Context: an optimization exercise on an open-source flow, tuned for small area. The choices shown serve that exercise and are no tape-out recipe. The RTL was checked by simulation tests, not by an equivalence proof against the original design. The clock port is modelled as an ideal driver, which makes a skipped or thinned clock tree look cheaper than it is; a real chip needs a root buffer or a tree. No activity file was given, so power comes from the tool's default toggle rates.

// cpu
module cpu(out, in, clk, reset);
input  [7:0] in;
input        clk, reset;
output [7:0] out;
reg  [7:0] out_q;   
reg        z;       
assign out = out_q & {8{~z}};
reg  [7:0] reg_a, reg_b, reg_c;
reg  [7:0] mem [0:15];
reg  [3:0] op;      
reg  [3:0] n;       
reg        s1, s0;
wire ex    = ~s0;
wire two_c = s1;
wire [3:0] enc_in = {in[7], in[6], in[5] ^ in[4], in[4]};
wire o1;                                                   
cpu_xor2 u_o1(.a(op[1]), .b(op[0]), .y(o1));
wire op_alu = ex & ~op[3] & ~(op[2] & o1);                
wire op_add = ex & ~op[3] & ~(op[2] & (op[1] | op[0]));   
wire op_not = ex & (op == 4'b0111);    
wire op_lda = ex & (op == 4'b0110);    
wire op_ldb = ex & (op == 4'b0101);    
wire op_sti = ex & (op == 4'b1000);    
wire op_stc = ex & (op == 4'b1011);    
wire op_ldm = ex & (op == 4'b1010);    
wire op_outc= ex & (op == 4'b1001);    
wire op_outm= ex & (op == 4'b1100);    
wire op_ac  = ex & (op == 4'b1111);    
wire op_bc  = ex & (op == 4'b1110);    
wire op_nop = ex & (op == 4'b1101);    
wire add_x = ~op[1];
wire add_y = op[0];
wire cin   = op[2] | op[1];
wire [8:0] c;
wire [7:0] sum;
assign c[0] = cin;
genvar i, b;
generate for (i = 0; i < 8; i = i + 1) begin : g_add
	cpu_addbit u_add(.a(reg_a[i]), .b(reg_b[i]), .x(add_x), .y(add_y),
	                 .ci(c[i]), .s(sum[i]), .co(c[i+1]));
end endgenerate
wire nr = ~reset;
wire sel_in  = nr & (op_lda | op_ldb | op_sti);
wire sel_c   = nr & (op_stc | op_outc | op_ac | op_bc);
wire sel_add = nr & op_add;
wire seln_not = ~(nr & op_not);
wire sel_mem = nr & (op_ldm | op_outm);
wire [15:0] rs, we;
wire wr_mem = op_sti | op_stc;
cpu_dec u_dec(.n(n), .en_r(sel_mem), .en_w(wr_mem), .rs(rs), .we(we));
wire [7:0] bus;
wire [7:0] c_in;
generate for (b = 0; b < 8; b = b + 1) begin : g_bus
	wire [5:0] g;
	for (i = 0; i < 5; i = i + 1) begin : g_m
		cpu_aoi222 u_m(.a0(mem[3*i][b]),   .s0(rs[3*i]),
		               .a1(mem[3*i+1][b]), .s1(rs[3*i+1]),
		               .a2(mem[3*i+2][b]), .s2(rs[3*i+2]), .y(g[i]));
	end
  ...
Size in the first run: roughly 370 cells after synthesis, about 0.0066 mm^2 of cells after synthesis.
==> flow/config.mk <==
export PLATFORM = sky130hd
export DESIGN_NAME = cpu
export DESIGN_NICKNAME = cpu
export VERILOG_FILES = /design/flow/design.v
export SDC_FILE = /design/flow/constraint.sdc
export NUM_CORES = 4
export LEC_CHECK = 0
export CAP_MARGIN = 20
export CORE_MARGIN = 2
export CORE_UTILIZATION = 50
export SLEW_MARGIN = 20
export SYNTH_HIERARCHICAL = 1
==> flow/constraint.sdc <==
create_clock -name core_clock -period 5.0 [get_ports {clk}]
set_input_delay 1.0000 -clock core_clock [delete_from_list [all_inputs] [get_ports {clk}]]
set_output_delay 1.0000 -clock core_clock [all_outputs]
set_load 0.01 [all_outputs]
standard.sh (not shown) runs the stock make flow with config.mk's settings and CLKGATE_MAP_FILE= SYNTH_SCRIPT=/design/flow/synth_recipe.tcl, a recipe that flattens the netlist after the stock synthesis.
==> flow/flow/run.sh <==
#!/bin/bash
# The standard ORFS layout (standard.sh), steered through ORFS's own variables:
#  - port buffers are buf_1 (the smallest buffer) instead of the resizer's pick;
#  - after floorplan, every combinational cell is swapped to the smallest cell
#    of its family (flow/downsize.tcl); later repair steps upsize where needed;
#  - the clock tree is a root clkbuf_8 driving 10 clkbuf_8 leaves, one per
#    cluster of nearby flip-flops (flow/cts_hook.tcl, flow/mycts.tcl), in place
#    of TritonCTS; the rest of the CTS step (legalisation, repair) is ORFS's;
#  - power recovery (downsizing off the critical paths) after global routing.
set -euo pipefail
here=$(pwd)
export BUFFER_PORTS_ARGS="-buffer_cell sky130_fd_sc_hd__buf_1"
export POST_FLOORPLAN_TCL="$here/flow/downsize.tcl"
export PRE_CTS_TCL="$here/flow/cts_hook.tcl"
export RECOVER_POWER=100
bash standard.sh > standard.log 2>&1
Other scripts of this flow, unchanged in this note and not shown: flow/flow/cts_hook.tcl, flow/flow/downsize.tcl, flow/flow/mycts.tcl
==> next run, changes <==
--- a/flow/config.mk
+++ b/flow/config.mk
@@ -9,3 +9,4 @@
 export CORE_MARGIN = 2
-export CORE_UTILIZATION = 50
+export CORE_UTILIZATION = 55
+export GPL_TIMING_DRIVEN = 0
 export SLEW_MARGIN = 20
The new run finished clean.
Critical path depth grows by 1.
Setup slack gets worse by 0.028 ns.
Power stays flat.
Register-to-register slack is worse by 0.03 ns.
Utilization came out higher by 5.1 points.
Sequential share of layout area climbs by 0.46 points.
Wire length went down slightly.
Cell count goes down by a few percent.
Clock skew came out lower by 0.020 ns.
In every run of this note, the design's own scripts or RTL, not TritonCTS, make the clock network.

-- what the ideal ports hide --
In the flow no input, the clock included, has a driving cell. The finished layouts below were timed again as built, in two steps.
Step 1 assumes that a clkbuf_16 drives the clock port and a buf_2 every other input.
Step 2, shift: input delay + t, output delay - t, t = (earliest + latest rising clock arrival at the registers) / 2. This alone moves slack from input paths to output paths.
Three values: ideal, step 1, step 2; two values: the first two.
run | shift t [ns] | slack for setup (ns) | latest minus earliest clock arrival (ns) | worst register clock-pin slew, ns | pins driven straight from the clock port
the first run | 0.461 | 0.286 / 0.286 / 0.286 | 0.037 / 0.038 | 0.12 / 0.12 | 1
the second run | 0.466 | 0.258 / 0.258 / 0.258 | 0.018 / 0.018 | 0.11 / 0.11 | 1
After both steps every run listed still meets setup and hold.
